From an optimization exercise on the open Yosys and OpenROAD flow, aimed at small area and a short achievable clock period; shortcuts taken in it are not production practice. Function was checked by simulation only, so behaviour that the tests miss may differ from the original.

==> flow/design.v (outline; a module is shown in full before it is edited, if it fits) <==
// module next_rcv_seq_counter: 13 lines
// module ack_nak_lat_timer: 38 lines
// module lcrc_lo: 749 lines
// module lcrc_hs: 256 lines
// module lcrc_fin: 159 lines
// module CRC_CHK: 20 lines
// module DLL_RX_TOP: 139 lines
module DLL_RX_TOP (
    input  wire         clk,
    input  wire         rst,
    input  wire         DL_Down,
    input  wire [127:0] I_DLL,
    input  wire         In_vld,
    input  wire [5:0]   In_len,
    input  wire         In_end,
    input  wire         In_type,
    input  wire         initiate_ack,
    input  wire         initiate_nak,
    output wire [127:0] Data_o,
    output wire         Data_vld,
    output wire         Data_end,
    output wire [5:0]   Data_len,
    output wire [11:0]  req_seq_num,
    output wire         schedule_ack,
    output wire         NAK_SCHEDULED,
    output wire         CRC_CHK_vld_dllp,
    output wire         ack_nak_time_out
);
  // ...
==> flow/flow/run.sh <==
#!/bin/bash
# The standard ORFS layout (standard.sh), with these changes:
#  - synthesis (hierarchical, SYNTH_HIERARCHICAL 1 in config.mk, then
#    flattened by synth_recipe.tcl) maps the CRC XOR-network modules with the
#    standard ABC script and the rest with an area-oriented one
#    (flow/synth.tcl, flow/abc_area.script);
#  - after synthesis, flow/netlist_edit.py splits each xor3/xnor3 cell into two
#    2-input cells and sets upsized combinational cells back to size 1 (same
#    netlist structure and registers; the layout's repair steps resize);
#  - ports are buffered with sky130_fd_sc_hd__buf_1 instead of the resizer's
#    default choice (a delay cell);
#  - repair_timing aims for 22 ns of setup slack, so it speeds up the
#    combinational DLLP check from the I_DLL ports to CRC_CHK_vld_dllp.
# ORFS writes each step's log under orfs/logs; make's output goes to
# synth.log and standard.log, the netlist edit's to netlist_edit.log.
set -eo pipefail
export FLOW_DIR=$PWD/flow
export FLOW_SYNTH_TCL=$PWD/synth_recipe.tcl
export ABC_SPEED_MODULES="lcrc_lo lcrc_hs lcrc_fin CRC_CHK"
ARGS=(SYNTH_SCRIPT=$PWD/flow/synth.tcl BUFFER_PORTS_ARGS="-buffer_cell sky130_fd_sc_hd__buf_1" SETUP_SLACK_MARGIN=22)
RES=$PWD/orfs/results/$FLOW_PLATFORM/DLL_RX_TOP/base
bash standard.sh "${ARGS[@]}" synth > synth.log 2>&1
cp $RES/1_2_yosys.v $RES/1_2_yosys.orig.v
python3 flow/netlist_edit.py $RES/1_2_yosys.v \
  $FLOW_HOME/platforms/$FLOW_PLATFORM/lib/sky130_fd_sc_hd__tt_025C_1v80.lib > netlist_edit.log 2>&1
rm -f $RES/1_synth.odb $RES/1_synth.sdc
bash standard.sh "${ARGS[@]}" finish > standard.log 2>&1
==> flow/flow/abc_area.script <==
&get -n
&st
&dch
&nf -R 1000
&put
==> flow/flow/netlist_edit.py <==
#!/usr/bin/env python3
"""Cell-level clean-up of the synthesized netlist (1_2_yosys.v), keeping its
structure and every register as synthesis made it:
  - each 3-input XOR/XNOR cell becomes two 2-input cells (xor3/xnor3 are
    larger than two xor2/xnor2);
  - combinational cells that synthesis upsized are set back to drive
    strength 1 (the layout's repair_design / repair_timing size them again
    where timing or slew needs it).
usage: netlist_edit.py NETLIST LIBERTY   (rewrites NETLIST in place)"""
import re, sys

path, lib = sys.argv[1], sys.argv[2]
text = open(path).read()
cells = set(re.findall(r'cell\s*\(\s*"?(sky130_fd_sc_hd__\w+)"?\s*\)', open(lib).read()))

inst_re = re.compile(r'^(\s*)(sky130_fd_sc_hd__\w+)\s+(\S+)\s*\((.*?)\);', re.S | re.M)
keep_prefix = ('df', 'edf', 'sdf', 'sedf', 'dl', 'clk', 'buf', 'conb', 'tap', 'fill', 'decap',
               'diode', 'lpflow', 'probe', 'inv', 'bufinv')
counts = {'split': 0, 'down': 0}
new_wires = []

def sub(m):
    ind, typ, name, body = m.groups()
    base = typ[len('sky130_fd_sc_hd__'):]
    fn, _, size = base.rpartition('_')
    # keep each connection verbatim: an escaped name needs its trailing space
    pins = dict(re.findall(r'\.(\w+)\(([^()]*)\)', body))
    if fn in ('xor3', 'xnor3'):
        counts['split'] += 1
        w = f"_nled_{counts['split']}_"
        new_wires.append(w)
        first = 'xnor2' if fn == 'xnor3' else 'xor2'
        fo = 'Y' if first == 'xnor2' else 'X'
        return (f"{ind}sky130_fd_sc_hd__{first}_1 {name}_a (\n{ind}  .A({pins['A']}),\n{ind}  .B({pins['B']}),\n"
                f"{ind}  .{fo}({w})\n{ind});\n"
                f"{ind}sky130_fd_sc_hd__xor2_1 {name}_b (\n{ind}  .A({w}),\n{ind}  .B({pins['C']}),\n"
                f"{ind}  .X({pins['X']})\n{ind});")
    if size not in ('0', '1') and not fn.startswith(keep_prefix) and f"sky130_fd_sc_hd__{fn}_1" in cells:
        counts['down'] += 1
        return f"{ind}sky130_fd_sc_hd__{fn}_1 {name} ({body});"
    return m.group(0)

text = inst_re.sub(sub, text)
if new_wires:
    # declare the new nets right after the module header
    decl = "".join(f"  wire {w};\n" for w in new_wires)
    text = re.sub(r'(module\s+DLL_RX_TOP\s*\(.*?\);\n)', lambda m: m.group(1) + decl, text, count=1, flags=re.S)
open(path, 'w').write(text)
print(f"netlist_edit: split {counts['split']} xor3/xnor3 cells, downsized {counts['down']} cells")
==> flow/flow/synth.tcl <==
# The standard flow's synthesis script (synth_recipe.tcl, unchanged) with one change to the
# ABC mapping: the modules listed in ABC_SPEED_MODULES (the XOR networks of
# the CRC checks) are mapped with the standard script, as in the standard flow's own
# synthesis, and everything else with flow/abc_area.script (area-oriented).
# Registers are mapped before ABC and are not affected.
proc abc {args} {
  set i [lsearch -exact $args -script]
  set speed $args
  lset args [expr {$i + 1}] $::env(FLOW_DIR)/abc_area.script
  if {[info exists ::env(ABC_SPEED_MODULES)] && $::env(ABC_SPEED_MODULES) ne ""} {
    foreach m $::env(ABC_SPEED_MODULES) { yosys abc {*}$speed $m }
  }
  yosys abc {*}$args
}
source $::env(FLOW_SYNTH_TCL)
==> flow/standard.sh <==
#!/bin/bash
# synth_recipe.tcl (not shown) runs the flow's synth.tcl, then flattens the netlist and writes it again
# the make line also repeats each setting of config.mk as NAME=value (left out here)
make -C /OpenROAD-flow-scripts/flow DESIGN_CONFIG=/design/flow/config.mk WORK_HOME=/design/flow/orfs CLKGATE_MAP_FILE= SYNTH_SCRIPT=/design/flow/synth_recipe.tcl "${@:-finish}"
==> flow/config.mk <==
export PLATFORM = sky130hd
export DESIGN_NAME = DLL_RX_TOP
export DESIGN_NICKNAME = DLL_RX_TOP
export VERILOG_FILES = /design/flow/design.v
export SDC_FILE = /design/flow/constraint.sdc
export NUM_CORES = 4
export LEC_CHECK = 0
export CAP_MARGIN = 20
export CORE_MARGIN = 2
export CORE_UTILIZATION = 40
export CTS_BUF_LIST = sky130_fd_sc_hd__clkbuf_8
export CTS_CLUSTER_DIAMETER = 100
export CTS_CLUSTER_SIZE = 14
export SLEW_MARGIN = 20
export SYNTH_HIERARCHICAL = 1
==> flow/constraint.sdc <==
create_clock -name core_clock -period 40.0 [get_ports {clk}]
set_input_delay 8.0000 -clock core_clock [delete_from_list [all_inputs] [get_ports {clk}]]
set_output_delay 8.0000 -clock core_clock [all_outputs]
set_load 0.01 [all_outputs]
==> flow_summary.toml, run 1 <==
[yosys]
synth_area_um2 = 37010
ys_warn_count = 9
syn_avg_cell_area_um2 = 12.11
syn-num-nets = 3219
synthCells = 3056

[grt]
grt_pass1_wl_um = 164300

[critical_path]
crit_path_frequent_cell = "xnor2_2"
cp-start-kind = "input port"
timing.rr.end = "crc_ok$_DFFE_PN_"

[clocking]
clk_pin_slew_ns = 0.10
clockBufferDepth = 3

[route]
firstDrtPassIters = 7
dr_wl_met3_um = 8823
totalWireLength_um = 115800
wl_per_cell_um = 25.10

[outcome]
outcome = "finished clean"

[floorplan]
die_area_um2 = 94970
fp.dieW_um = 308.2

[place]
pre_cts_ws_ns = 20.88
dp.cells = 4475
portBuffers = 292

[job]
max_cap_violations = 0

[sta]
grt_setup_unrepaired = "yes"
tns_ns = 0
setup_viol = 0

[final_layout]
fillers = 8522
multi_input_area_share_pct = 41.99
n_sequential_cell = 658
mostFrequentLayoutCell = "xnor2_1"
final_cells = 4614
==> module CRC_CHK, before the edit <==
module CRC_CHK (input wire [31:0] d, input wire [15:0] crc, output wire ok);
  wire [15:0] s;
  assign s[0] = d[4] ^ d[6] ^ d[7] ^ d[17] ^ d[23] ^ d[27] ^ d[30] ^ d[31] ^ crc[7] ^ crc[11] ^ 1'b1;
  assign s[1] = d[6] ^ d[9] ^ d[11] ^ d[13] ^ d[15] ^ d[17] ^ d[25] ^ d[27] ^ crc[9] ^ crc[11] ^ 1'b1;
  assign s[2] = d[5] ^ d[7] ^ d[8] ^ d[18] ^ d[24] ^ d[28] ^ d[31] ^ crc[0] ^ crc[8] ^ crc[12] ^ 1'b0;
  assign s[3] = d[6] ^ d[8] ^ d[9] ^ d[19] ^ d[25] ^ d[29] ^ crc[0] ^ crc[1] ^ crc[9] ^ crc[13] ^ 1'b1;
  assign s[4] = d[0] ^ d[4] ^ d[13] ^ d[15] ^ d[16] ^ d[26] ^ crc[1] ^ crc[4] ^ crc[6] ^ crc[7] ^ crc[8] ^ 1'b0;
  assign s[5] = d[1] ^ d[5] ^ d[14] ^ d[16] ^ d[17] ^ d[27] ^ crc[2] ^ crc[5] ^ crc[7] ^ crc[8] ^ crc[9] ^ 1'b1;
  assign s[6] = d[3] ^ d[5] ^ d[6] ^ d[16] ^ d[22] ^ d[26] ^ d[29] ^ d[30] ^ d[31] ^ crc[6] ^ crc[10] ^ 1'b0;
  assign s[7] = d[5] ^ d[8] ^ d[10] ^ d[12] ^ d[14] ^ d[16] ^ d[24] ^ d[26] ^ d[31] ^ crc[8] ^ crc[10] ^ 1'b0;
  assign s[8] = d[6] ^ d[7] ^ d[8] ^ d[11] ^ d[12] ^ d[15] ^ d[16] ^ d[25] ^ d[26] ^ crc[9] ^ crc[10] ^ 1'b1;
  assign s[9] = d[0] ^ d[9] ^ d[11] ^ d[12] ^ d[22] ^ d[28] ^ crc[0] ^ crc[2] ^ crc[3] ^ crc[4] ^ crc[12] ^ 1'b0;
  assign s[10] = d[1] ^ d[10] ^ d[12] ^ d[13] ^ d[23] ^ d[29] ^ crc[1] ^ crc[3] ^ crc[4] ^ crc[5] ^ crc[13] ^ 1'b0;
  assign s[11] = d[2] ^ d[11] ^ d[13] ^ d[14] ^ d[24] ^ d[30] ^ crc[2] ^ crc[4] ^ crc[5] ^ crc[6] ^ crc[14] ^ 1'b0;
  assign s[12] = d[7] ^ d[9] ^ d[10] ^ d[20] ^ d[26] ^ d[30] ^ crc[0] ^ crc[1] ^ crc[2] ^ crc[10] ^ crc[14] ^ 1'b1;
  assign s[13] = d[8] ^ d[10] ^ d[11] ^ d[21] ^ d[27] ^ d[31] ^ crc[1] ^ crc[2] ^ crc[3] ^ crc[11] ^ crc[15] ^ 1'b1;
  assign s[14] = d[2] ^ d[3] ^ d[4] ^ d[7] ^ d[8] ^ d[11] ^ d[12] ^ d[21] ^ d[22] ^ d[28] ^ crc[5] ^ crc[6] ^ 1'b1;
  assign s[15] = d[2] ^ d[3] ^ d[15] ^ d[16] ^ d[17] ^ d[20] ^ d[21] ^ d[24] ^ d[25] ^ crc[2] ^ crc[4] ^ crc[7] ^ 1'b0;
  assign ok = ~|s;
endmodule
==> module DLL_RX_TOP, before the edit <==
module DLL_RX_TOP (
    input  wire         clk,
    input  wire         rst,
    input  wire         DL_Down,
    input  wire [127:0] I_DLL,
    input  wire         In_vld,
    input  wire [5:0]   In_len,
    input  wire         In_end,
    input  wire         In_type,
    input  wire         initiate_ack,
    input  wire         initiate_nak,
    output wire [127:0] Data_o,
    output wire         Data_vld,
    output wire         Data_end,
    output wire [5:0]   Data_len,
    output wire [11:0]  req_seq_num,
    output wire         schedule_ack,
    output wire         NAK_SCHEDULED,
    output wire         CRC_CHK_vld_dllp,
    output wire         ack_nak_time_out
);
    localparam [1:0] S_IDLE = 2'd0, S_R1 = 2'd1, S_R2 = 2'd2, S_CMP = 2'd3;
    reg  [1:0] st;
    wire vtlp  = In_vld & In_type;
    wire s_idle = (st == S_IDLE);
    wire s_r1   = (st == S_R1);
    wire s_r2   = (st == S_R2);
    wire s_cmp  = (st == S_CMP);
    wire t0  = s_idle & vtlp;             
    wire t1  = s_r1 & vtlp;               
    wire t1s = t1 & In_end;               
    wire t1l = t1 & ~In_end;              
    wire t2  = s_r2 & vtlp;               
    always @(posedge clk or negedge rst) begin
        if (!rst) st <= S_IDLE;
        else case (st)
            S_IDLE: st <= vtlp ? S_R1 : S_IDLE;
            S_R1:   st <= vtlp ? (In_end ? S_CMP : S_R2) : S_IDLE;
            S_R2:   st <= vtlp ? S_CMP : S_IDLE;
            default: st <= S_IDLE;
        endcase
    end
    reg          wp;
    reg  [111:0] H0, H1, C0, C1;
    reg  [15:0]  B0, B1, D0, D1;
    reg  [5:0]   N0, N1;
    reg          zc0, zc1, zd0, zd1;
    wire [5:0]   len_m6 = In_len - 6'd6;
    always @(posedge clk) begin
        if (t0 & ~wp) begin H0 <= I_DLL[111:0]; N0 <= len_m6; end
        if (t0 &  wp) begin H1 <= I_DLL[111:0]; N1 <= len_m6; end
        if (t1 & ~wp) begin B0 <= I_DLL[127:112]; zc0 <= In_end; end
        if (t1 &  wp) begin B1 <= I_DLL[127:112]; zc1 <= In_end; end
        if (t1l & ~wp) C0 <= I_DLL[111:0];
        if (t1l &  wp) C1 <= I_DLL[111:0];
        if (t2 & ~wp) D0 <= I_DLL[127:112];
        if (t2 &  wp) D1 <= I_DLL[127:112];
        if ((t1s | t2) & ~wp) zd0 <= t1s;
        if ((t1s | t2) &  wp) zd1 <= t1s;
    end
    reg dv, dloc;
    always @(posedge clk or negedge rst) begin
        if (!rst) begin
            wp <= 1'b0; dv <= 1'b0; dloc <= 1'b0;
        end else begin
            if (t1s | t2) wp <= ~wp;
            if (t2) begin dv <= 1'b1; dloc <= wp; end
        end
    end
    wire [15:0] d_old = ({16{dv & ~dloc}} & D0) | ({16{dv & dloc}} & D1);
    wire [31:0] ehs, elo, fin;
    reg  [31:0] R, SC;
    reg         crc_ok;
    lcrc_hs  u_hs  (.h(I_DLL[127:112] ^ R[31:16]), .r(R[15:0]), .e(ehs));
    lcrc_lo  u_lo  (.d(I_DLL[111:0]), .e(elo));
    wire [31:0] rn = ehs ^ ((s_r1 & In_end) ? SC : elo);
    wire [31:0] rf = s_r2 ? R : rn;
    wire [15:0] df = s_r2 ? I_DLL[127:112] : d_old;
    lcrc_fin  u_fin (.r(rf), .d(df), .q(fin));
    always @(posedge clk) begin
        R <= (rst & (t0 | t1l)) ? rn : 32'hFFFFFFFF;
        if (t1s | t2) crc_ok <= (fin == I_DLL[111:80]);
    end
    always @(posedge clk or negedge rst) begin
        if (!rst) SC <= 32'd0;
        else if (t1l) SC <= elo;
    end
    reg  [11:0] seq;
    reg         seq_hz;       
    wire [11:0] NRS;
    reg  [11:0] req_r;
    reg         nak_r;
    always @(posedge clk) begin
        if (t0) begin seq <= I_DLL[123:112]; seq_hz <= ~|I_DLL[127:124]; end
    end
    wire seq_eq = seq_hz & (seq == NRS);
    wire seq_le = seq_hz & (seq <= NRS);
    wire acc    = s_cmp & crc_ok & seq_eq;
    wire [11:0] nrs_m1 = NRS - 12'd1;
    assign schedule_ack  = s_cmp & crc_ok & seq_le;
    assign NAK_SCHEDULED = s_cmp ? ~(crc_ok & seq_le) : nak_r;
    assign req_seq_num   = s_cmp ? ((crc_ok & ~seq_eq) ? nrs_m1 : seq) : req_r;
    always @(posedge clk or negedge rst) begin
        if (!rst) begin nak_r <= 1'b0; req_r <= 12'd0; end
        else begin nak_r <= NAK_SCHEDULED; req_r <= req_seq_num; end
    end
    next_rcv_seq_counter nrs_counter (
        .clk(clk), .rst(rst), .DL_Down(DL_Down), .NRS_INC(acc), .next_rcv_seq(NRS));
    reg ov1, ov2, e1, rp;
    reg [5:0] dlen;
    wire [5:0] nsel = rp ? N1 : N0;
    always @(posedge clk) begin
        if (!rst) begin
            ov1 <= 1'b0; ov2 <= 1'b0; e1 <= 1'b0; rp <= 1'b0; dlen <= 6'd0;
        end else begin
            ov1  <= acc;
            e1   <= acc & (nsel == 6'd16);
            ov2  <= ov1 & ~e1;
            if (Data_end) rp <= ~rp;
            dlen <= acc ? nsel : (ov1 & ~e1) ? dlen : 6'd0;
        end
    end
    assign Data_vld = ov1 | ov2;
    assign Data_end = e1 | ov2;
    assign Data_len = dlen;
    wire h0 = ov1 & ~rp, h1 = ov1 & rp;
    wire c0 = ov2 & ~rp & ~zc0, c1 = ov2 & rp & ~zc1;
    wire q0 = ov2 & ~rp & ~zd0, q1 = ov2 & rp & ~zd1;
    assign Data_o[127:16] = ({112{h0}} & H0) | ({112{h1}} & H1) |
                            ({112{c0}} & C0) | ({112{c1}} & C1);
    assign Data_o[15:0]   = ({16{h0}} & B0) | ({16{h1}} & B1) |
                            ({16{q0}} & D0) | ({16{q1}} & D1);
    wire dllp_ok;
    CRC_CHK crc_checker (.d(I_DLL[127:96]), .crc(I_DLL[95:80]), .ok(dllp_ok));
    assign CRC_CHK_vld_dllp = In_vld & ~In_type & dllp_ok;
    ack_nak_lat_timer latency_timer (
        .clk(clk), .rst(rst), .lat_timer_start(acc), .nak_scheduled(initiate_nak),
        .ack_nak_time_out(ack_nak_time_out));
endmodule
==> run 2: changes to the inputs <==
--- a/flow/design.v
+++ b/flow/design.v
@@ -1214,5 +1214,6 @@
   assign q[31] = fn_s77;
 endmodule
-module CRC_CHK (input wire [31:0] d, input wire [15:0] crc, output wire ok);
+module CRC_CHK (input wire [31:0] d, input wire [15:0] crc, input wire In_vld,
+                input wire In_type, output wire ok);
   wire [15:0] s;
   assign s[0] = d[4] ^ d[6] ^ d[7] ^ d[17] ^ d[23] ^ d[27] ^ d[30] ^ d[31] ^ crc[7] ^ crc[11] ^ 1'b1;
@@ -1232,5 +1233,5 @@
   assign s[14] = d[2] ^ d[3] ^ d[4] ^ d[7] ^ d[8] ^ d[11] ^ d[12] ^ d[21] ^ d[22] ^ d[28] ^ crc[5] ^ crc[6] ^ 1'b1;
   assign s[15] = d[2] ^ d[3] ^ d[15] ^ d[16] ^ d[17] ^ d[20] ^ d[21] ^ d[24] ^ d[25] ^ crc[2] ^ crc[4] ^ crc[7] ^ 1'b0;
-  assign ok = ~|s;
+  assign ok = In_vld & ~In_type & ~|s;
 endmodule
 module DLL_RX_TOP (
@@ -1366,7 +1367,6 @@
     assign Data_o[15:0]   = ({16{h0}} & B0) | ({16{h1}} & B1) |
                             ({16{q0}} & D0) | ({16{q1}} & D1);
-    wire dllp_ok;
-    CRC_CHK crc_checker (.d(I_DLL[127:96]), .crc(I_DLL[95:80]), .ok(dllp_ok));
-    assign CRC_CHK_vld_dllp = In_vld & ~In_type & dllp_ok;
+    CRC_CHK crc_checker (.d(I_DLL[127:96]), .crc(I_DLL[95:80]), .In_vld(In_vld),
+                         .In_type(In_type), .ok(CRC_CHK_vld_dllp));
     ack_nak_lat_timer latency_timer (
         .clk(clk), .rst(rst), .lat_timer_start(acc), .nak_scheduled(initiate_nak),
--- a/flow/flow/run.sh
+++ b/flow/flow/run.sh
@@ -2,7 +2,7 @@
 # The standard ORFS layout (standard.sh), with these changes:
 #  - synthesis (hierarchical, SYNTH_HIERARCHICAL 1 in config.mk, then
-#    flattened by synth_recipe.tcl) maps the CRC XOR-network modules with the
-#    standard ABC script and the rest with an area-oriented one
-#    (flow/synth.tcl, flow/abc_area.script);
+#    flattened by synth_recipe.tcl) maps the LCRC XOR-network modules with the
+#    standard ABC script, the DLLP check with a delay-targeted one and the
+#    rest with an area-oriented one (flow/synth.tcl, flow/abc_*.script);
 #  - after synthesis, flow/netlist_edit.py splits each xor3/xnor3 cell into two
 #    2-input cells and sets upsized combinational cells back to size 1 (same
@@ -17,5 +17,6 @@
 export FLOW_DIR=$PWD/flow
 export FLOW_SYNTH_TCL=$PWD/synth_recipe.tcl
-export ABC_SPEED_MODULES="lcrc_lo lcrc_hs lcrc_fin CRC_CHK"
+export ABC_SPEED_MODULES="lcrc_lo lcrc_hs lcrc_fin"
+export ABC_DLLP_MODULES="CRC_CHK"
 ARGS=(SYNTH_SCRIPT=$PWD/flow/synth.tcl BUFFER_PORTS_ARGS="-buffer_cell sky130_fd_sc_hd__buf_1" SETUP_SLACK_MARGIN=22)
 RES=$PWD/orfs/results/$FLOW_PLATFORM/DLL_RX_TOP/base
==> flow/flow/abc_dllp.script (new file) <==
strash
dch
map -D 1400
==> flow/flow/synth.tcl (replaced) <==
# The standard flow's synthesis script (synth_recipe.tcl, unchanged) with one change to the
# ABC mapping: the modules listed in ABC_SPEED_MODULES (the LCRC XOR networks)
# are mapped with the standard script, as in the standard flow's own synthesis, the
# modules in ABC_DLLP_MODULES (the DLLP check, the critical path) with
# flow/abc_dllp.script (delay-targeted), and everything else with
# flow/abc_area.script (area-oriented).  Registers are mapped before ABC and
# are not affected.
proc abc {args} {
  set i [lsearch -exact $args -script]
  set speed $args
  set dllp $args
  lset dllp [expr {$i + 1}] $::env(FLOW_DIR)/abc_dllp.script
  lset args [expr {$i + 1}] $::env(FLOW_DIR)/abc_area.script
  foreach m $::env(ABC_SPEED_MODULES) { yosys abc {*}$speed $m }
  foreach m $::env(ABC_DLLP_MODULES) { yosys abc {*}$dllp $m }
  yosys abc {*}$args
}
source $::env(FLOW_SYNTH_TCL)
==> run 2 against run 1 <==
Still clean on timing, DRC and antenna. Hold slack better by 0.0096 ns. Count of clock-buffer cells in the layout unchanged. Flip-flop and latch count unchanged. Setup slack better by 0.35 ns. Critical path depth down 2. Final cell count up 1.3%. Synthesized cell count up 1.4%. Maximum frequency up 2.0%. Via count up 0.37%.
==> flow_summary.toml, run 2 <==
[clocking]
clockBufferDepth = 3
htreeDepth = 2
cts.hold.buffers_added = 0
numCtsBuffers = 55
cts_tree = "built"
cts_root_buffer = "clkbuf_8"
clkSinkCount = 658
clkLatencyLatePin_ns = 0.76
clk_pin_slew_ns = 0.10

[critical_path]
cp-endpoint = "CRC_CHK_vld_dllp"
crit_start = "I_DLL[103]"
crit_path_frequent_cell = "xnor2_1"
cp-start-kind = "input port"
timing.rr.end = "crc_ok$_DFFE_PN_"
crit_required_ns = 32.00
slowest_delay_ns = 0.29
slowest_stage = "a211oi_1"
crit_buf_inv = 3
r2r_slack_ns = 33.68
path_cells = "buf_1 -> clkbuf_8 -> xnor2_4 -> xnor2_1 -> xnor2_1 -> or2_1 -> a211oi_1 -> nand4_1 -> nor3_2 -> buf_4"
path_max_fanout = 14
r2r_start = "R[17]$_SDFF_PN1_"
cp-end-kind = "primary output"
critical_path.top_delay_family = "simple AND/OR/NAND/NOR gates"
cp.depth = 10
worstPathArrival_ns = 9.89
ff2ff_path_depth = 19
path_class = "in -> out"

[sta]
fin_crit_ns = 17.89
fin_worst_skew_ns = 0.09677
max_freq_mhz = 55.90
grt_setup_unrepaired = "no"
tns_ns = 0
drv_slew = 0
max_slew.worst_pin.slew_ns = 1.122
slew_headroom_pct = 24.68
finalCritPeriodShare_pct = 44.73
hold_viol_final = 0
setup_viol = 0

[route]
wl_per_cell_um = 24.43
via_count = 24650
firstDrtPassIters = 9
drc = 0
totalWireLength_um = 114200
vias_per_cell = 5.271
antenna_left = 0
drtIter0Drc = 2659

[final_layout]
final_nets = 3552
final_cell_mix = "810 x xnor2_1, 546 x xor2_1, 542 x edfxtp_1"
post-route-cell-area_um2 = 40980
area_growth_syn_to_layout_pct = 9.776
mostFrequentLayoutCell = "xnor2_1"
drive_gt1_share_pct = 5.642
final_cells = 4676

[place]
dpl.hpwl_um = 81280
dp.cells = 4585
portBuffers = 292
globalplace.congestion = 0.9820
placed_area_um2 = 39870

[grt]
gr-total-overflow = 0
grtUsageTotal_pct = 23.39
grt_max_degree = 119
grt_pass1_wl_um = 163000
antenna_found_initial = 4
grt_pass1_vias = 23680

[floorplan]
ios = 294
start_util_pct = 40.18
core_um2 = 92910
die_area_um2 = 95800
rows = 112
fp.dieW_um = 309.5
fp.dieH_um = 309.5

[yosys]
synth_area_um2 = 37330
ys_warn_count = 9
syn-num-nets = 3262
syn_avg_cell_area_um2 = 12.05
synthCells = 3099

[min_path]
min_path_type = "reg -> reg"

[outcome]
outcome = "finished clean"

[job]
max_cap_violations = 0
-- run 2: cell count changes in the layout (fill, tap and decap cells not counted), sizes merged, moves of 3 or more --
cell and change:
inv -3, nor2 +9, buf -46, clkinv +5
a21oi +3, mux2i -3, xnor2 +8, xor2 +26
nor4 -3, nand2 -7
-- run 2: final cells by class --
cell class | count | area [um2]
Tap cell | 1254 | 1569
Timing Repair Buffer | 396 | 1999
Multi-Input combinational cell | 2251 | 17380
Fill cell | 8750 | 51920
Clock inverter | 33 | 192.7
Clock buffer | 56 | 770.7
Inverter | 27 | 101.3
Antenna cell | 1 | 2.502
Sequential cell | 658 | 18970
-- run 2: how the worst min path moves through the flow --
| stage | end | startpoint | slack, ns | depth (start not counted) |
|---|---|---|---|---|
| 2_1_floorplan | dv$_DFFE_PN0P_ | dv$_DFFE_PN0P_ | 0.44 | 1 |
| 3_3_place_gp | dlen[0]$_SDFFE_PN0P_ | dlen[0]$_SDFFE_PN0P_ | 0.44 | 2 |
| 3_5_place_dp | dlen[0]$_SDFFE_PN0P_ | dlen[0]$_SDFFE_PN0P_ | 0.45 | 2 |
| 4_1_cts | dlen[0]$_SDFFE_PN0P_ | dlen[0]$_SDFFE_PN0P_ | 0.47 | 2 |
| 5_1_grt | dlen[2]$_SDFFE_PN0P_ | dlen[2]$_SDFFE_PN0P_ | 0.50 | 2 |
| 6_report | dlen[0]$_SDFFE_PN0P_ | dlen[0]$_SDFFE_PN0P_ | 0.47 | 2 |
-- run 2: worst register-to-register path, stage by stage, from the launching register on --
cell     delay [ns]
dfxtp_1        0.35
xor2_1         0.69
xnor2_1        0.21
xor2_1         0.67
xor2_1         0.23
xor2_1         0.18
xnor2_1        0.15
xor2_1         0.35
xnor2_1        0.18
xor2_1         0.29
a21oi_1        0.13
xor2_1         0.61
xor2_1         0.58
xnor2_1        0.20
xor2_1         0.22
xor2_1         0.23
xor2_1         0.10
nor4_1         0.32
nand4_1        0.13
nor2_1         0.29
-- run 2: stage by stage --
| stage | worst slack, ns | hold slack [ns] | utilization [%] |
|---|---|---|---|
| final | 22.11 | 0.4685 | 44.11 |
| after global routing | 21.98 | 0.5036 | 44.11 |
| after CTS | 22.02 | 0.4732 | 44.01 |
| after detailed placement | 21.72 | 0.4510 | 42.91 |
| after global placement | 21.73 | 0.4400 | 42.91 |
| after floorplan | 19.88 | 0.4426 | - |
-- run 2: routing by layer --
layer	vias up	routed length [um]	track usage (%)
met5	-	32	0
met4	4	3632	7.507
met3	191	9070	3.491
met2	1093	52430	37.42
met1	12150	49080	32.60
li1	11210	-	-
-- run 2: what timing repair did --
item / CTS / global route
pin swaps: 0 / 2
gates resized for setup: 13 / 24
buffers inserted: 0 / 1
endpoints found under the setup margin: 1 / 1
==> run 3: changes to the inputs <==
--- a/flow/flow/run.sh
+++ b/flow/flow/run.sh
@@ -2,7 +2,8 @@
 # The standard ORFS layout (standard.sh), with these changes:
 #  - synthesis (hierarchical, SYNTH_HIERARCHICAL 1 in config.mk, then
-#    flattened by synth_recipe.tcl) maps the LCRC XOR-network modules with the
-#    standard ABC script, the DLLP check with a delay-targeted one and the
-#    rest with an area-oriented one (flow/synth.tcl, flow/abc_*.script);
+#    flattened by synth_recipe.tcl) maps the largest LCRC XOR network
+#    (lcrc_lo) with the standard ABC script, the DLLP check with a
+#    delay-targeted one and the rest with an area-oriented one
+#    (flow/synth.tcl, flow/abc_*.script);
 #  - after synthesis, flow/netlist_edit.py splits each xor3/xnor3 cell into two
 #    2-input cells and sets upsized combinational cells back to size 1 (same
@@ -17,5 +18,5 @@
 export FLOW_DIR=$PWD/flow
 export FLOW_SYNTH_TCL=$PWD/synth_recipe.tcl
-export ABC_SPEED_MODULES="lcrc_lo lcrc_hs lcrc_fin"
+export ABC_SPEED_MODULES="lcrc_lo"
 export ABC_DLLP_MODULES="CRC_CHK"
 ARGS=(SYNTH_SCRIPT=$PWD/flow/synth.tcl BUFFER_PORTS_ARGS="-buffer_cell sky130_fd_sc_hd__buf_1" SETUP_SLACK_MARGIN=22)
--- a/flow/flow/synth.tcl
+++ b/flow/flow/synth.tcl
@@ -1,4 +1,4 @@
 # The standard flow's synthesis script (synth_recipe.tcl, unchanged) with one change to the
-# ABC mapping: the modules listed in ABC_SPEED_MODULES (the LCRC XOR networks)
+# ABC mapping: the modules listed in ABC_SPEED_MODULES (the largest LCRC XOR network)
 # are mapped with the standard script, as in the standard flow's own synthesis, the
 # modules in ABC_DLLP_MODULES (the DLLP check, the critical path) with
==> run 3 against run 2 <==
Still clean on timing, DRC and antenna. First-iteration DRC count fell by 6.8%. Final cell count is 1.8% lower. Hold slack worse by 0.0029 ns. Global-route usage increased by 0.055 points. Critical path type unchanged. Critical endpoint unchanged.
==> flow_summary.toml, run 3 <==
[yosys]
syn_avg_cell_area_um2 = 12.13
syn-num-nets = 3215
synthCells = 3052
synth_area_um2 = 37010
ys_warn_count = 9

[critical_path]
cp-end-kind = "primary output"
r2r_start = "R[17]$_SDFF_PN1_"
crit_required_ns = 32.00
r2r_slack_ns = 33.24
crit_path_frequent_cell = "xnor2_1"
path_max_fanout = 13
timing.rr.end = "crc_ok$_DFFE_PN_"
path_cells = "buf_1 -> buf_6 -> xnor2_2 -> xnor2_1 -> xnor2_1 -> or2_1 -> a211oi_2 -> nand4_1 -> nor3_2 -> buf_2"
path_class = "in -> out"
slowest_stage = "buf_6"
worstPathArrival_ns = 9.87
crit_buf_inv = 3
slowest_delay_ns = 0.27
critical_path.top_delay_family = "simple AND/OR/NAND/NOR gates"
cp.depth = 10
ff2ff_path_depth = 18
cp-start-kind = "input port"

[route]
totalWireLength_um = 113500
vias_per_cell = 5.301
drc = 0
via_count = 24350
antenna_left = 0
firstDrtPassIters = 6
drtIter0Drc = 2477
wl_per_cell_um = 24.71

[min_path]
hold_end = "dlen[3]$_SDFFE_PN0P_"
hp-start = "dlen[3]$_SDFFE_PN0P_"
hold_path_depth = 2
min_path_type = "reg -> reg"

[place]
dp.cells = 4488
placed_area_um2 = 39520
globalplace.congestion = 0.9954
dpl.hpwl_um = 80200
portBuffers = 292
pre_cts_ws_ns = 21.73

[sta]
tns_ns = 0
max_slew.worst_pin.slew_ns = 1.211
finalCritPeriodShare_pct = 44.67
hold_viol_final = 0
grt_setup_unrepaired = "no"
fin_worst_skew_ns = 0.06972
hold_slack_ns = 0.4656
fin_crit_ns = 17.87
setup_viol = 0
slew_headroom_pct = 19.02
setup_ws_ns = 22.13
drv_slew = 0
max_freq_mhz = 55.96

[grt]
gr-total-overflow = 0
grt_pass1_wl_um = 162400
grt_pass1_vias = 23430
grtUsageMet3_pct = 3.422
grtUsageMet1_pct = 32.60
grtUsageTotal_pct = 23.44
grt_use_met2_pct = 37.60
top_usage_layer = "met2"
antenna_found_initial = 2
grt_max_degree = 119

[floorplan]
core_um2 = 91660
fp.dieW_um = 308.2
rows = 111
ios = 294
fp.dieH_um = 308.2
start_util_pct = 40.38
die_area_um2 = 94970

[final_layout]
mostFrequentLayoutCell = "xnor2_1"
final_cells = 4594
post-route-cell-area_um2 = 40670
drive_gt1_share_pct = 5.786
area_growth_syn_to_layout_pct = 9.899
final_cell_mix = "807 x xnor2_1, 542 x edfxtp_1, 528 x xor2_1"
fin_util_pct = 44.37
final_nets = 3535

[clocking]
cts.hold.buffers_added = 0
cts_root_buffer = "clkbuf_8"
clkSinkCount = 658
clkLatencyLatePin_ns = 0.75
htreeDepth = 2
clk_pin_slew_ns = 0.10
numCtsBuffers = 54
clockBufferDepth = 3
cts_tree = "built"

[outcome]
outcome = "finished clean"

[job]
max_cap_violations = 0
## run 3: layout make-up
class / instances / area, um2
fill: 8660 / 50990
sequential: 658 / 18970
multi-input combinational: 2226 / 17130
timing repair buffer: 405 / 2048
tap: 1186 / 1484
clock buffer: 55 / 757.0
clock inverter: 34 / 182.7
inverter: 27 / 101.3
antenna: 3 / 7.507
## run 3: worst max path at each step
| stage | start | endpoint | slack (ns) |
|---|---|---|---|
| after floorplan | In_vld | H0[0]$_DFFE_PP_ | 19.88 |
| after global placement | I_DLL[123] | CRC_CHK_vld_dllp | 21.69 |
| after detailed placement | I_DLL[123] | CRC_CHK_vld_dllp | 21.73 |
| after CTS | I_DLL[108] | CRC_CHK_vld_dllp | 22.00 |
| after global routing | I_DLL[104] | CRC_CHK_vld_dllp | 22.00 |
| final | I_DLL[104] | CRC_CHK_vld_dllp | 22.13 |
## run 3: worst reg2reg max path, cell delays in order (launching register included)
cell and delay, ns:
dfxtp_1 0.36, xor2_1 0.53, xnor2_1 0.47, xor2_1 0.65, xor2_1 0.44, xnor2_1 0.20
xnor2_1 0.30, xor2_1 0.33, a21oi_1 0.14, xnor2_1 0.64, xnor2_1 0.31, xnor2_1 0.24
xnor2_1 0.53, xor2_1 0.37, xnor2_1 0.15, xor2_1 0.16, nor4_1 0.30, nand4_1 0.13
nor2_1 0.29
## run 3: what timing repair did
action | CTS | global route
resized for setup | 9 | 14
buffers inserted | 0 | 13
pin swaps | 0 | 1
gates cloned | 0 | 0
endpoints found under the setup margin | 1 | 1
## run 3: per-layer routing
layer	share of wire [%]	vias to the layer above	routed length, um
li1	-	11160	-
met1	43	12030	49200
met2	46	986	52280
met3	7.4	182	8406
met4	3.2	0	3636
met5	0	-	0
==> run 4: changes to the inputs <==
--- a/flow/flow/run.sh
+++ b/flow/flow/run.sh
@@ -11,5 +11,5 @@
 #  - ports are buffered with sky130_fd_sc_hd__buf_1 instead of the resizer's
 #    default choice (a delay cell);
-#  - repair_timing aims for 22 ns of setup slack, so it speeds up the
+#  - repair_timing aims for 23 ns of setup slack, so it speeds up the
 #    combinational DLLP check from the I_DLL ports to CRC_CHK_vld_dllp.
 # ORFS writes each step's log under orfs/logs; make's output goes to
@@ -20,5 +20,5 @@
 export ABC_SPEED_MODULES="lcrc_lo"
 export ABC_DLLP_MODULES="CRC_CHK"
-ARGS=(SYNTH_SCRIPT=$PWD/flow/synth.tcl BUFFER_PORTS_ARGS="-buffer_cell sky130_fd_sc_hd__buf_1" SETUP_SLACK_MARGIN=22)
+ARGS=(SYNTH_SCRIPT=$PWD/flow/synth.tcl BUFFER_PORTS_ARGS="-buffer_cell sky130_fd_sc_hd__buf_1" SETUP_SLACK_MARGIN=23)
 RES=$PWD/orfs/results/$FLOW_PLATFORM/DLL_RX_TOP/base
 bash standard.sh "${ARGS[@]}" synth > synth.log 2>&1
==> run 4 against run 3 <==
First-iteration DRC count is 24% higher. Synthesized area stayed put. Wire length is 2.6% higher. Final cell count is 0.81% higher. Highest routed layer is now met5. Global-route usage is 0.63 points higher. Synthesized cell count stayed put. Setup slack worse by 0.15 ns. Critical path depth stayed put. Die area stayed put.
==> flow_summary.toml, run 4 <==
[outcome]
outcome = "finished clean"

[sta]
setup_ws_ns = 21.98
finalCritPeriodShare_pct = 45.04
drv_slew = 0
fin_crit_ns = 18.02
max_freq_mhz = 55.51
slew_headroom_pct = 27.95
grt_setup_unrepaired = "yes"
setup_viol = 0
tns_ns = 0
max_slew.worst_pin.slew_ns = 1.077
hold_viol_final = 0
fin_worst_skew_ns = 0.05935

[grt]
grt_max_degree = 119
grt_pass1_vias = 23530
grt_pass1_wl_um = 166100
gr-total-overflow = 0
grtUsageTotal_pct = 24.07
antenna_found_initial = 5

[clocking]
clkLatencyLatePin_ns = 0.74
clk_pin_slew_ns = 0.09
cts_root_buffer = "clkbuf_8"
htreeDepth = 2
cts_tree = "built"
clkSinkCount = 658
clockBufferDepth = 3
numCtsBuffers = 56

[route]
drc = 0
antenna_left = 0
firstDrtPassIters = 9
via_count = 24670
vias_per_cell = 5.326
wl_per_cell_um = 25.16
drtIter0Drc = 3064
totalWireLength_um = 116500

[critical_path]
crit_buf_inv = 3
crit_required_ns = 32.00
critical_path.top_delay_family = "XOR/XNOR gates"
path_max_fanout = 12
cp-start-kind = "input port"
path_cells = "buf_1 -> buf_6 -> xnor2_1 -> xor2_1 -> xor2_1 -> xnor2_1 -> a211oi_2 -> nand4_1 -> nor3_4 -> buf_2"
slowest_stage = "nor3_4"
path_class = "in -> out"
cp-end-kind = "primary output"
slowest_delay_ns = 0.36
worstPathArrival_ns = 10.02

[final_layout]
post-route-cell-area_um2 = 41330
fin_util_pct = 45.09
final_nets = 3571
mostFrequentLayoutCell = "xnor2_1"
final_cell_mix = "801 x xnor2_1, 542 x edfxtp_1, 521 x xor2_1"
area_growth_syn_to_layout_pct = 11.67
drive_gt1_share_pct = 7.406

[yosys]
ys_warn_count = 9
synth_area_um2 = 37010
synthCells = 3052
syn_avg_cell_area_um2 = 12.13
syn-num-nets = 3215

[place]
globalplace.congestion = 0.9638
dpl.hpwl_um = 81310
placed_area_um2 = 39620
pre_cts_ws_ns = 21.60
portBuffers = 292

[floorplan]
fp.dieH_um = 308.2
core_um2 = 91660
die_area_um2 = 94970
start_util_pct = 40.38
rows = 111
ios = 294
fp.dieW_um = 308.2

[job]
max_cap_violations = 0

[min_path]
min_path_type = "reg -> reg"
run 4: cell types whose count changed in the layout (fill, tap and decap cells not counted), moves of 4 or more:
cell,delta
buf_1,-5
buf_2,+4
buf_8,+4
buf_6,+4
buf_4,+16
xor2_1,-7
xnor2_2,+4
buf_12,+10
xnor2_1,-6
xor2_2,+6
run 4: worst reg2reg max path, delay by kind of cell (launching register included):
kind | cells | cell delay (ns)
AOI/OAI and AO/OA | 1 | 0.14
DFF | 1 | 0.35
and+or+nand+nor | 3 | 0.79
xor gates and xnor gates | 14 | 5.14
run 4: final timing paths:
kind | endpoint | cells after the start | startpoint | slack [ns]
max in group asynchronous | SC[11]$_DFFE_PN0P_ | 2 | rst | 31.67
worst min-delay path | dlen[3]$_SDFFE_PN0P_ | 2 | dlen[3]$_SDFFE_PN0P_ | 0.46
min in group asynchronous | nak_r$_DFF_PN0_ | 1 | rst | 7.27
worst max-delay path | CRC_CHK_vld_dllp | 10 | I_DLL[105] | 21.98
worst max register to register | crc_ok$_DFFE_PN_ | 18 | R[26]$_SDFF_PN1_ | 33.36
worst min register to register | dlen[3]$_SDFFE_PN0P_ | 2 | dlen[3]$_SDFFE_PN0P_ | 0.46
run 4: area by class of cell:
type / instances / area (um2)
fillers: 8636 / 50330
repair buffers: 439 / 2482
clock inverters: 36 / 230.2
diodes: 2 / 5.005
flip-flops and latches: 658 / 18970
multi-input cells: 2226 / 17270
inverters: 27 / 105.1
clock buffers: 57 / 784.5
well taps: 1186 / 1484
run 4: metal layers:
layer  vias to the layer above  share of wire, %  track usage [%]
li1                      11220                 -                -
met1                     12230                44            34.25
met2                      1052                46            38.21
met3                       165               7.5            3.168
met4                         2               3.1            7.215
met5                         -             0.017                0
run 4: per-stage QoR:
step | hold WS (ns) | std cells
3_3_place_gp | 0.4363 | 4492
3_5_place_dp | 0.4414 | 4492
2_1_floorplan | 0.4426 | 3052
4_1_cts | 0.4642 | 4618
5_1_grt | 0.4942 | 4631
6_report | 0.4592 | 4631
run 4: what timing repair did:
item,CTS,global route
resized for setup,72,13
hold buffers,0,0
pin swaps,6,6
setup buffers,33,10
hold endpoints to repair,0,0
setup endpoints to repair,1,1
==> module ack_nak_lat_timer, before the edit <==
module ack_nak_lat_timer (
    input  wire clk,
    input  wire rst,
    input  wire lat_timer_start,
    input  wire nak_scheduled,
    output reg  ack_nak_time_out
);
    localparam [1:0] IDLE = 2'd0, RUN = 2'd1, HALT = 2'd2;
    reg [1:0] st, st_n;
    reg [8:0] timer, timer_n;
    reg       to_r;
    always @(posedge clk or negedge rst) begin
        if (!rst) begin st <= IDLE; timer <= 9'd0; to_r <= 1'b0; end
        else begin st <= st_n; timer <= timer_n; to_r <= ack_nak_time_out; end
    end
    always @(*) begin
        ack_nak_time_out = to_r;
        timer_n = 9'd0;
        st_n = IDLE;
        case (st)
            IDLE: begin
                st_n    = lat_timer_start ? RUN : IDLE;
                timer_n = {8'd0, lat_timer_start};
            end
            RUN: begin
                if (timer == 9'd300) begin
                    st_n = HALT; ack_nak_time_out = 1'b1; timer_n = timer;
                end else begin
                    timer_n = timer + 9'd1;
                    if (nak_scheduled) st_n = HALT;
                    else begin st_n = RUN; ack_nak_time_out = 1'b0; end
                end
            end
            HALT: st_n = lat_timer_start ? RUN : IDLE;
            default: begin st_n = IDLE; ack_nak_time_out = 1'b0; timer_n = timer; end
        endcase
    end
endmodule
==> run 5: changes to the inputs <==
--- a/flow/design.v
+++ b/flow/design.v
@@ -20,7 +20,9 @@
 );
     localparam [1:0] IDLE = 2'd0, RUN = 2'd1, HALT = 2'd2;
+    localparam [8:0] L300 = 9'h1A7;
     reg [1:0] st, st_n;
     reg [8:0] timer, timer_n;
     reg       to_r;
+    wire [8:0] timer_inc = {timer[7:0], ~(timer[8] ^ timer[4])};
     always @(posedge clk or negedge rst) begin
         if (!rst) begin st <= IDLE; timer <= 9'd0; to_r <= 1'b0; end
@@ -37,8 +39,8 @@
             end
             RUN: begin
-                if (timer == 9'd300) begin
+                if (timer == L300) begin
                     st_n = HALT; ack_nak_time_out = 1'b1; timer_n = timer;
                 end else begin
-                    timer_n = timer + 9'd1;
+                    timer_n = timer_inc;
                     if (nak_scheduled) st_n = HALT;
                     else begin st_n = RUN; ack_nak_time_out = 1'b0; end
--- a/flow/flow/run.sh
+++ b/flow/flow/run.sh
@@ -11,5 +11,5 @@
 #  - ports are buffered with sky130_fd_sc_hd__buf_1 instead of the resizer's
 #    default choice (a delay cell);
-#  - repair_timing aims for 23 ns of setup slack, so it speeds up the
+#  - repair_timing aims for 22 ns of setup slack, so it speeds up the
 #    combinational DLLP check from the I_DLL ports to CRC_CHK_vld_dllp.
 # ORFS writes each step's log under orfs/logs; make's output goes to
@@ -20,5 +20,5 @@
 export ABC_SPEED_MODULES="lcrc_lo"
 export ABC_DLLP_MODULES="CRC_CHK"
-ARGS=(SYNTH_SCRIPT=$PWD/flow/synth.tcl BUFFER_PORTS_ARGS="-buffer_cell sky130_fd_sc_hd__buf_1" SETUP_SLACK_MARGIN=23)
+ARGS=(SYNTH_SCRIPT=$PWD/flow/synth.tcl BUFFER_PORTS_ARGS="-buffer_cell sky130_fd_sc_hd__buf_1" SETUP_SLACK_MARGIN=22)
 RES=$PWD/orfs/results/$FLOW_PLATFORM/DLL_RX_TOP/base
 bash standard.sh "${ARGS[@]}" synth > synth.log 2>&1
==> run 5 against run 4 <==
Final cell count is 0.58% lower. Count of clock-buffer cells in the layout shrank 1. Still clean on timing, DRC and antenna. Setup slack gained 0.0057 ns. Flip-flop and latch count unchanged. Register-to-register slack lost 0.11 ns. First-iteration DRC count down 3.6%. Via count is 1.8% lower. Critical path depth is the same.
==> flow_summary.toml, run 5 <==
[grt]
antenna_found_initial = 3
grt_pass1_vias = 23600
grt_pass1_wl_um = 164700
gr-total-overflow = 0
grt_max_degree = 119
grtUsageTotal_pct = 23.79

[place]
globalplace.congestion = 0.9965
portBuffers = 292
dpl.hpwl_um = 81050
dp.cells = 4478

[route]
totalWireLength_um = 114800
firstDrtPassIters = 8
via_count = 24210
antenna_left = 0
drc = 0
wl_per_cell_um = 24.93
drtIter0Drc = 2953
vias_per_cell = 5.258

[floorplan]
fp.dieH_um = 308.0
die_area_um2 = 94840
core_um2 = 91660
start_util_pct = 40.32
rows = 111
ios = 294
fp.dieW_um = 308.0

[sta]
setup_viol = 0
tns_ns = 0
fin_worst_skew_ns = 0.06711
grt_setup_unrepaired = "yes"
drv_slew = 0
max_freq_mhz = 55.53
max_slew.worst_pin.slew_ns = 1.110
slew_headroom_pct = 25.50
finalCritPeriodShare_pct = 45.02
fin_crit_ns = 18.01
hold_viol_final = 0

[clocking]
numCtsBuffers = 55
clkSinkCount = 658
clk_pin_slew_ns = 0.10
htreeDepth = 2
cts_tree = "built"
clkLatencyLatePin_ns = 0.74
clockBufferDepth = 3
cts_root_buffer = "clkbuf_8"

[min_path]
hp-start = "dlen[0]$_SDFFE_PN0P_"
min_path_type = "reg -> reg"
hold_path_depth = 2
hold_end = "dlen[0]$_SDFFE_PN0P_"

[critical_path]
cp-end-kind = "primary output"
r2r_slack_ns = 33.25
cp-start-kind = "input port"
timing.rr.end = "crc_ok$_DFFE_PN_"
r2r_start = "R[24]$_SDFF_PN1_"
path_max_fanout = 7
path_class = "in -> out"
crit_start = "I_DLL[111]"
ff2ff_path_depth = 18
worstPathArrival_ns = 10.01
crit_required_ns = 32.00

[outcome]
outcome = "finished clean"

[yosys]
ys_warn_count = 9
syn_avg_cell_area_um2 = 12.12
syn-num-nets = 3207
synthCells = 3048
synth_area_um2 = 36960

[final_layout]
fin_util_pct = 44.91
final_nets = 3548
final_cells = 4604
area_growth_syn_to_layout_pct = 11.40
final_cell_mix = "835 x xnor2_1, 542 x edfxtp_1, 484 x xor2_1"
drive_gt1_share_pct = 7.291
mostFrequentLayoutCell = "xnor2_1"

[job]
max_cap_violations = 0
[run 5: stage by stage]
step | hold slack (ns) | instance area (um2) | setup slack [ns]
floorplan | 0.4426 | 36960 | 19.88
detailed placement | 0.4502 | 39440 | 21.11
finish | 0.4645 | 41170 | 21.99
global route | 0.4948 | 41170 | 21.92
CTS | 0.4735 | 40780 | 22.00
global placement | 0.4414 | 39440 | 21.19
[run 5: final cells by class]
type / instances / area (um2)
Antenna cell: 3 / 7.507
Clock buffer: 56 / 770.7
Clock inverter: 27 / 141.4
Fill cell: 8547 / 50490
Inverter: 25 / 93.84
Multi-Input combinational cell: 2219 / 17240
Sequential cell: 658 / 18970
Tap cell: 1186 / 1484
Timing Repair Buffer: 430 / 2466
[run 5: what timing repair did]
| action | in CTS | in global routing |
|---|---|---|
| buffers inserted | 22 | 18 |
| pin swaps | 6 | 25 |
| cloned | 0 | 0 |
| resized for setup | 66 | 48 |
| endpoints found under the setup margin | 1 | 1 |
| hold buffers | 0 | 0 |
[run 5: metal layers]
| metal | track usage, % | vias to the layer above | wire length [um] |
|---|---|---|---|
| met3 | 3.188 | 154 | 7998 |
| met2 | 38.15 | 969 | 53200 |
| met5 | 0 | - | 20 |
| li1 | - | 11170 | - |
| met4 | 7.170 | 2 | 3258 |
| met1 | 33.49 | 11920 | 50280 |
[run 5: worst max-delay path: stages]
cell	delay (ns)
buf_1	0.10
buf_12	0.16
xnor2_4	0.21
xor2_2	0.17
xor2_1	0.22
xor2_1	0.12
a22oi_1	0.23
o2111ai_2	0.17
nor3_4	0.40
buf_2	0.21
[run 5: how the worst max path moves through the flow]
stage                       end  slack [ns]  depth (start not counted)
3_5_place_dp   CRC_CHK_vld_dllp       21.11                          9
2_1_floorplan   H0[0]$_DFFE_PP_       19.88                          2
6_report       CRC_CHK_vld_dllp       21.99                         10
4_1_cts        CRC_CHK_vld_dllp       22.00                         11
5_1_grt        CRC_CHK_vld_dllp       21.92                         10
3_3_place_gp   CRC_CHK_vld_dllp       21.19                          9
==> run 6: changes to the inputs <==
--- a/flow/config.mk
+++ b/flow/config.mk
@@ -10,6 +10,6 @@
 export CORE_UTILIZATION = 40
 export CTS_BUF_LIST = sky130_fd_sc_hd__clkbuf_8
-export CTS_CLUSTER_DIAMETER = 100
-export CTS_CLUSTER_SIZE = 14
+export CTS_CLUSTER_DIAMETER = 90
+export CTS_CLUSTER_SIZE = 16
 export SLEW_MARGIN = 20
 export SYNTH_HIERARCHICAL = 1
==> run 6 against run 5 <==
Still clean. Wire length is essentially flat. First-iteration DRC count shrank 2.0%. Sequential share of layout area grew 0.059 points. Clock skew shrank 0.0088 ns. Synthesized cell count is the same. Cell area shrank 0.13%. Final cell count is essentially flat.
==> flow_summary.toml, run 6 <==
[outcome]
outcome = "finished clean"

[clocking]
cts_tree = "built"
clkLatencyLatePin_ns = 0.72
clk_pin_slew_ns = 0.11
cts_root_buffer = "clkbuf_8"
clockBufferDepth = 3
htreeDepth = 2
numCtsBuffers = 50
cts.hold.buffers_added = 0
clkSinkCount = 658

[sta]
tns_ns = 0
finalCritPeriodShare_pct = 45.05
slew_headroom_pct = 26.79
hold_viol_final = 0
fin_crit_ns = 18.02
setup_viol = 0
setup_ws_ns = 21.98
max_freq_mhz = 55.50
fin_worst_skew_ns = 0.05827
max_slew.worst_pin.slew_ns = 1.096
grt_setup_unrepaired = "yes"
drv_slew = 0

[grt]
gr-total-overflow = 0
antenna_found_initial = 3
grt_pass1_vias = 23460
grtUsageTotal_pct = 23.73
grt_max_degree = 119
grt_pass1_wl_um = 164300

[critical_path]
crit_path_frequent_cell = "xor2_1"
slowest_stage = "nor3_4"
path_cells = "clkbuf_2 -> buf_12 -> xnor2_4 -> xor2_2 -> xor2_1 -> xor2_1 -> a22oi_1 -> o2111ai_2 -> nor3_4 -> buf_2"
crit_buf_inv = 3
slowest_delay_ns = 0.39
path_max_fanout = 7
critical_path.top_delay_family = "XOR/XNOR gates"
ff2ff_path_depth = 18
path_class = "in -> out"
cp.depth = 10
cp-start-kind = "input port"
crit_required_ns = 32.00
cp-end-kind = "primary output"
worstPathArrival_ns = 10.02

[floorplan]
rows = 111
start_util_pct = 40.32
die_area_um2 = 94840
core_um2 = 91660
fp.dieW_um = 308.0
ios = 294
fp.dieH_um = 308.0

[job]
max_cap_violations = 0

[route]
totalWireLength_um = 114600
via_count = 24260
vias_per_cell = 5.275
drc = 0
wl_per_cell_um = 24.92
antenna_left = 0
firstDrtPassIters = 9
drtIter0Drc = 2895

[yosys]
synth_area_um2 = 36960
ys_warn_count = 9
synthCells = 3048
syn_avg_cell_area_um2 = 12.12
syn-num-nets = 3207

[place]
placed_area_um2 = 39440
portBuffers = 292
dpl.hpwl_um = 81050
pre_cts_ws_ns = 21.11
globalplace.congestion = 0.9965

[min_path]
hold_path_depth = 2
min_path_type = "reg -> reg"

[final_layout]
drive_gt1_share_pct = 7.212
area_growth_syn_to_layout_pct = 11.26
final_cell_mix = "835 x xnor2_1, 542 x edfxtp_1, 484 x xor2_1"
mostFrequentLayoutCell = "xnor2_1"
final_nets = 3544
post-route-cell-area_um2 = 41120
-- run 6: cell count changes in the layout (fill, tap and decap cells not counted), sizes merged --
cell,delta
clkbuf,-5
clkinv,-5
clkinvlp,+1
inv,+5
-- run 6: repair_timing --
item | in CTS | in global routing
resized for setup | 66 | 49
endpoints found under the setup margin | 1 | 1
endpoints found under the hold margin | 0 | 0
pin swaps | 6 | 25
setup buffers | 22 | 19
cloned | 0 | 0
-- run 6: layer usage --
layer	global-route usage, %	vias up	part of all wire [%]
met5	0	-	0
met4	7.113	0	2.7
met3	3.243	143	7.4
met2	38.14	1013	46
met1	33.33	11950	44
li1	-	11160	-
-- run 6: layout make-up --
| class | instances | area (um2) |
|---|---|---|
| multi-input combinational | 2219 | 17240 |
| sequential | 658 | 18970 |
| clock buffer | 50 | 688.2 |
| antenna | 3 | 7.507 |
| inverter | 25 | 93.84 |
| clock inverter | 28 | 162.7 |
| timing repair buffer | 431 | 2475 |
| fill | 8554 | 50550 |
| tap | 1186 | 1484 |
-- run 6: worst min-delay path, delay by kind of cell (launching register included) --
kind / cells / cell delay, ns
flip-flops: 1 / 0.35
AND/OR/NAND/NOR: 1 / 0.05
AO/OA/AOI/OAI: 1 / 0.06
-- run 6: path summary, 6_finish.rpt --
path                                            from              endpoint  slack (ns)
max in group asynchronous                        rst    SC[12]$_DFFE_PN0P_       31.64
worst min register to register  dlen[3]$_SDFFE_PN0P_  dlen[3]$_SDFFE_PN0P_        0.47
worst max-delay path                      I_DLL[111]      CRC_CHK_vld_dllp       21.98
worst max register to register      R[24]$_SDFF_PN1_      crc_ok$_DFFE_PN_       33.22
worst min-delay path            dlen[3]$_SDFFE_PN0P_  dlen[3]$_SDFFE_PN0P_        0.47
min in group asynchronous                        rst       nak_r$_DFF_PN0_        7.11
-- run 6: per-stage QoR --
stage / instances / hold WS (ns) / util [%]
2_1_floorplan: 3048 / 0.4426 / -
3_3_place_gp: 4478 / 0.4414 / 43.03
3_5_place_dp: 4478 / 0.4502 / 43.03
4_1_cts: 4578 / 0.4770 / 44.42
5_1_grt: 4599 / 0.4987 / 44.85
6_report: 4600 / 0.4737 / 44.86

## afterwards: timing with drivers on the ports
Ports are ideal in the flow. The routed layouts listed here were re-timed in OpenROAD.
Step 1: set_driving_cell puts a clkbuf_16 on clk and a buf_2 on each other input, an assumption about the parent block.
Step 2 times the ports against the registers' clock, not the clock port: input delays grow and output delays shrink by t, the midpoint of the rising clock arrivals with the driver on.
Slacks: no drivers / after step 1 / after step 2; pairs: no drivers / after step 1.
| run | shift t [ns] | setup WS [ns] | worst setup path after step 2 | worst data-port slew with drivers (ns) |
|---|---|---|---|---|
| run 1 | 0.799 | 21.756 / 21.723 / 21.723 | input to output | 0.10 |
| run 2 | 0.779 | 22.109 / 22.078 / 22.078 | input to output | 0.10 |
| run 3 | 0.786 | 22.131 / 22.106 / 22.106 | input to output | 0.11 |
| run 4 | 0.774 | 21.985 / 21.959 / 21.959 | input to output | 0.11 |
| run 5 | 0.770 | 21.990 / 21.943 / 21.943 | input to output | 0.10 |
| run 6 | 0.762 | 21.981 / 21.934 / 21.934 | input to output | 0.09 |
After both steps every run listed still meets setup and hold.
